Background: an optimization exercise with open tools, aiming at small area. Do not read the settings as production practice. Function was checked by simulation only, so behaviour that the tests miss may differ from the original. Power figures rest on the tool's default switching activity, not on a simulated workload.

## spi_master
module spi_master #(parameter DATA_WIDTH = 16, parameter ADDRESS_WIDTH = 15)
(
    input   wire                                    clock,
    input   wire                                    reset_n,
    input   wire    [DATA_WIDTH-1:0]                data,
    input   wire    [ADDRESS_WIDTH-1:0]             address,
    input   wire                                    read_write,
    input   wire                                    enable,
    input   wire                                    burst_enable,
    input   wire    [15:0]                          burst_count,
    input   wire    [15:0]                          divider,
    input   wire                                    clock_phase,
    input   wire                                    clock_polarity,
    input   wire                                    master_in_slave_out,
    output  logic                                   serial_clock,
    output  logic   [DATA_WIDTH-1:0]                read_data,
    output  logic                                   busy,
    output  logic                                   slave_select,
    output  reg                                     master_out_slave_in,
    output  reg     [DATA_WIDTH+ADDRESS_WIDTH:0]    read_long_data,
    output  reg                                     read_data_valid,
    output  logic                                   burst_data_ready
);
localparam [2:0] S_IDLE             = 3'b000;
localparam [2:0] S_SET_SS           = 3'b001;
localparam [2:0] S_STOP             = 3'b010;
  ...
==> module spi_master, before the edit <==
module spi_master #(parameter DATA_WIDTH = 16, parameter ADDRESS_WIDTH = 15)
(
    input   wire                                    clock,
    input   wire                                    reset_n,
    input   wire    [DATA_WIDTH-1:0]                data,
    input   wire    [ADDRESS_WIDTH-1:0]             address,
    input   wire                                    read_write,
    input   wire                                    enable,
    input   wire                                    burst_enable,
    input   wire    [15:0]                          burst_count,
    input   wire    [15:0]                          divider,
    input   wire                                    clock_phase,
    input   wire                                    clock_polarity,
    input   wire                                    master_in_slave_out,
    output  logic                                   serial_clock,
    output  logic   [DATA_WIDTH-1:0]                read_data,
    output  logic                                   busy,
    output  logic                                   slave_select,
    output  reg                                     master_out_slave_in,
    output  reg     [DATA_WIDTH+ADDRESS_WIDTH:0]    read_long_data,
    output  reg                                     read_data_valid,
    output  logic                                   burst_data_ready
);
localparam [2:0] S_IDLE             = 3'b000;
localparam [2:0] S_SET_SS           = 3'b001;
localparam [2:0] S_STOP             = 3'b010;
localparam [2:0] S_TRANSMIT_ADDRESS = 3'b100;
localparam [2:0] S_TRANSMIT_DATA    = 3'b110;
localparam [2:0] S_READ_DATA        = 3'b111;
reg     [2:0]   state;
reg     [1:0]   pc;
reg     [3:0]   bc;
reg     [15:0]  divider_counter;
reg     [15:0]  saved_burst_count;
reg             shifted_out;
reg     [31:0]  shift_register;
reg             saved_clock_phase;
reg             saved_clock_polarity;
reg             saved_burst_enable;
reg             borrow;
reg             later_word;          
logic           tick;
logic           st_idle, st_setss, st_stop, st_addr, st_write, st_read, st_act, st_dr;
logic           pc0, pc1, pc2, pc3, bc0, bc15, end_word;
logic           gt1, rotate, borrow_in;
logic           shift_out, shift_in, reload, wrap;
logic           cap_a, cap_b, cap_c;
logic           out_bit;
logic   [2:0]   next_state;
always_comb begin
    tick     = (divider_counter == divider);
    st_idle  = (state == S_IDLE);
    st_setss = (state == S_SET_SS);
    st_stop  = (state == S_STOP);
    st_addr  = (state == S_TRANSMIT_ADDRESS);
    st_write = (state == S_TRANSMIT_DATA);
    st_read  = (state == S_READ_DATA);
    st_act   = state[2];
    st_dr    = state[2] & state[1];
    pc0      = (pc == 2'd0);
    pc1      = (pc == 2'd1);
    pc2      = (pc == 2'd2);
    pc3      = (pc == 2'd3);
    bc0      = (bc == 4'd0);
    bc15     = (bc == 4'd15);
    end_word = tick & pc3 & bc15;
    gt1      = |saved_burst_count[15:1];
    rotate   = tick & pc3 & st_act;
    borrow_in = (st_dr & bc15) | borrow;
    busy             = !st_idle;
    slave_select     = !(st_act | (st_stop & !pc[1]));
    serial_clock     = (st_act & pc[1]) ^ saved_clock_polarity;
    burst_data_ready = st_write & bc15 & (pc[0] ^ pc[1]) & saved_burst_enable & gt1;
    read_data        = read_long_data[DATA_WIDTH-1:0];
    reload    = tick & pc2 & burst_data_ready;
    shift_out = tick & (saved_clock_phase ? (st_act & pc1) : (pc3 & (st_act | st_setss)));
    shift_in  = tick & (saved_clock_phase ? (pc0 & (st_dr | st_stop | (st_addr & !bc0)))
                                          : (pc2 & st_act));
    wrap  = !saved_clock_phase & bc15 & st_dr;
    if (wrap)
        out_bit = st_write & saved_burst_enable & gt1 & shift_register[31];
    else if (st_read & later_word)
        out_bit = 1'b0;
    else if (st_write & later_word & saved_clock_phase)
        out_bit = shifted_out;
    else
        out_bit = shift_register[31];
    cap_a = tick & st_read & pc1 & bc0 & later_word & saved_burst_enable & saved_clock_phase;
    cap_b = end_word & st_read & saved_burst_enable & !saved_clock_phase;
    cap_c = tick & st_stop & pc1;
    next_state = state;
    case (state)
        S_IDLE:             if (enable) next_state = S_SET_SS;
        S_SET_SS:           if (tick) next_state = S_TRANSMIT_ADDRESS;
        S_TRANSMIT_ADDRESS: if (end_word) next_state = master_out_slave_in ? S_READ_DATA : S_TRANSMIT_DATA;
        S_TRANSMIT_DATA,
        S_READ_DATA:        if (end_word & (!saved_burst_enable | !gt1)) next_state = S_STOP;
        S_STOP:             if (tick & pc3) next_state = S_IDLE;
        default:            next_state = S_IDLE;
    endcase
end
always_ff @(posedge clock or negedge reset_n) begin
    if (!reset_n) begin
        state                   <=  S_IDLE;
        divider_counter         <=  0;
        saved_clock_polarity    <=  0;
        master_out_slave_in     <=  0;
        read_long_data          <=  0;
        read_data_valid         <=  0;
    end
    else begin
        state               <=  next_state;
        divider_counter     <=  tick ? 16'd0 : divider_counter + 16'd1;
        if (st_idle)
            saved_clock_polarity <= clock_polarity;
        if (shift_out)
            master_out_slave_in <= out_bit;
        else if (cap_c)
            master_out_slave_in <= 0;
        if (cap_a | cap_b | cap_c)
            read_long_data  <=  shift_register;
        read_data_valid     <=  cap_a | cap_c | (cap_b & gt1);
    end
end
always_ff @(posedge clock) begin
    if (st_idle) begin
        {bc, pc}            <=  6'd63;
        saved_clock_phase   <=  clock_phase;
        saved_burst_enable  <=  burst_enable;
        saved_burst_count   <=  {burst_count[0], burst_count[15:1]};
    end
    else begin
        if (tick)
            {bc, pc}        <=  {bc, pc} + 6'd1;
        if (rotate)
            saved_burst_count <= {saved_burst_count[0] ^ borrow_in, saved_burst_count[15:1]};
    end
    if (st_idle)
        borrow              <=  1'b0;
    else if (rotate)
        borrow              <=  borrow_in & !saved_burst_count[0];
    if (st_idle)
        shift_register[31:16] <=  {address, read_write};
    else if (reload)
        shift_register[31:16] <=  data;
    else if (shift_in)
        shift_register[31:16] <=  shift_register[30:15];
    if (st_idle)
        shift_register[15:0]  <=  data;
    else if (shift_in)
        shift_register[15:0]  <=  {shift_register[14:0], master_in_slave_out};
    if (shift_in)
        shifted_out         <=  shift_register[31];
    later_word              <=  st_dr & (later_word | end_word);
end
endmodule
export LEC_CHECK = 0
export CAP_MARGIN = 20
export CORE_MARGIN = 2
export CORE_UTILIZATION = 40
export SLEW_MARGIN = 20
create_clock -name core_clock -period 8.0 [get_ports {clock}]
standard.sh (not shown) runs the stock make flow with config.mk's settings and CLKGATE_MAP_FILE= SYNTH_SCRIPT=/design/flow/synth_recipe.tcl, a recipe that flattens the netlist after the stock synthesis.
==> flow/flow/run.sh <==
#!/bin/bash
# The standard layout (standard.sh), with these changes:
#  - synthesis maps the logic with an area-oriented ABC script (flow/area.abc);
#    flow/my_synth.tcl is synth_recipe.tcl with only the ABC script swapped
#  - the port buffers are the smallest buffer (buf_1) instead of the resizer's pick
#  - clock tree synthesis without dummy loads and with clkbuf_8 clock buffers
set -euo pipefail
HERE=$(pwd)
sed "s#SYNTH_SCRIPT=[^ ]*#SYNTH_SCRIPT=$HERE/flow/my_synth.tcl#" standard.sh > my_standard.sh
export MY_ABC_SCRIPT=$HERE/flow/area.abc
export BUFFER_PORTS_ARGS="-buffer_cell sky130_fd_sc_hd__buf_1"
export CTS_ARGS="-sink_clustering_enable -repair_clock_nets -dont_use_dummy_load -buf_list sky130_fd_sc_hd__clkbuf_8"
bash my_standard.sh > standard.log 2>&1
==> flow/flow/area.abc <==
strash
dch -f
amap
topo
==> flow/flow/my_synth.tcl <==
proc synth {args} { yosys synth -nofsm -noshare {*}$args }
proc abc {args} {
  set i [lsearch -exact $args -script]
  if {$i >= 0} { lset args [expr {$i + 1}] $::env(MY_ABC_SCRIPT) }
  yosys abc {*}$args
}
source $::env(SCRIPTS_DIR)/synth.tcl
# left out here: clear keep_hierarchy, flatten, clean up, hide names made inside functions, write 1_2_yosys.v
The first run produced a clean layout.
Next try:
--- a/flow/design.v
+++ b/flow/design.v
@@ -25,9 +25,11 @@
 localparam [2:0] S_IDLE             = 3'b000;
 localparam [2:0] S_SET_SS           = 3'b001;
 localparam [2:0] S_STOP             = 3'b010;
-localparam [2:0] S_TRANSMIT_ADDRESS = 3'b100;
-localparam [2:0] S_TRANSMIT_DATA    = 3'b110;
-localparam [2:0] S_READ_DATA        = 3'b111;
+localparam [2:0] S_TRANSMIT_ADDRESS = 3'b011;
+localparam [2:0] S_TRANSMIT_DATA    = 3'b100;
+localparam [2:0] S_TRANSMIT_DATA_L  = 3'b101;
+localparam [2:0] S_READ_DATA        = 3'b110;
+localparam [2:0] S_READ_DATA_L      = 3'b111;
 reg     [2:0]   state;
 reg     [1:0]   pc;
 reg     [3:0]   bc;
@@ -39,8 +41,7 @@
 reg             saved_clock_polarity;
 reg             saved_burst_enable;
 reg             borrow;
-reg             later_word;          
-logic           tick;
+logic           tick, later_word;
 logic           st_idle, st_setss, st_stop, st_addr, st_write, st_read, st_act, st_dr;
 logic           pc0, pc1, pc2, pc3, bc0, bc15, end_word;
 logic           gt1, rotate, borrow_in;
@@ -54,10 +55,11 @@
     st_setss = (state == S_SET_SS);
     st_stop  = (state == S_STOP);
     st_addr  = (state == S_TRANSMIT_ADDRESS);
-    st_write = (state == S_TRANSMIT_DATA);
-    st_read  = (state == S_READ_DATA);
-    st_act   = state[2];
-    st_dr    = state[2] & state[1];
+    st_write = state[2] & !state[1];
+    st_read  = state[2] & state[1];
+    st_act   = state[2] | (state[1] & state[0]);
+    st_dr    = state[2];
+    later_word = state[2] & state[0];    
     pc0      = (pc == 2'd0);
     pc1      = (pc == 2'd1);
     pc2      = (pc == 2'd2);
@@ -95,7 +97,9 @@
         S_SET_SS:           if (tick) next_state = S_TRANSMIT_ADDRESS;
         S_TRANSMIT_ADDRESS: if (end_word) next_state = master_out_slave_in ? S_READ_DATA : S_TRANSMIT_DATA;
         S_TRANSMIT_DATA,
-        S_READ_DATA:        if (end_word & (!saved_burst_enable | !gt1)) next_state = S_STOP;
+        S_TRANSMIT_DATA_L,
+        S_READ_DATA,
+        S_READ_DATA_L:      if (end_word) next_state = (!saved_burst_enable | !gt1) ? S_STOP : {state[2:1], 1'b1};
         S_STOP:             if (tick & pc3) next_state = S_IDLE;
         default:            next_state = S_IDLE;
     endcase
@@ -152,6 +156,5 @@
         shift_register[15:0]  <=  {shift_register[14:0], master_in_slave_out};
     if (shift_in)
         shifted_out         <=  shift_register[31];
-    later_word              <=  st_dr & (later_word | end_word);
 end
 endmodule
Outcome:
- The changed run completed with no timing, DRC or antenna violations
- non-clock buffer count is unchanged
- total power falls by well over a third
- synthesized cell count goes down slightly
- worst setup slack degrades by 0.13 ns
- die area drops slightly
- combinational power goes down by well over a third
- via count went down by a few percent
- area after synthesis fell slightly

[port drivers added, routing unchanged]
The flow's constraints put no driver on any port. The routed layouts listed below were extracted and timed again, unchanged, in two steps.
Step 1 (the two cells are an assumption about what drives the block):
set clk [get_ports {clock}]
set_driving_cell -lib_cell sky130_fd_sc_hd__clkbuf_16 $clk
set_driving_cell -lib_cell sky130_fd_sc_hd__buf_2 [delete_from_list [all_inputs] $clk]
Step 2 moves the port delays by t, midway between the first and last clock arrival at a register: inputs arrive t later, outputs are due t later. That takes back most of the time a late clock gives input paths.
Three values: ideal, step 1, step 2; two values: the first two.
run | t, ns | slack for setup (ns) | latest minus earliest clock arrival (ns) | worst register clock-pin slew, ns
the first run | 0.440 | 2.889 / 2.898 / 2.458 | 0.029 / 0.029 | 0.07 / 0.07
the second run | 0.386 | 2.761 / 2.765 / 2.379 | 0.033 / 0.033 | 0.10 / 0.10
After both steps every run listed still meets setup and hold. The setup slack of the first run, which loses most, moves by +0.009 ns with the drivers and by -0.431 ns with both steps.
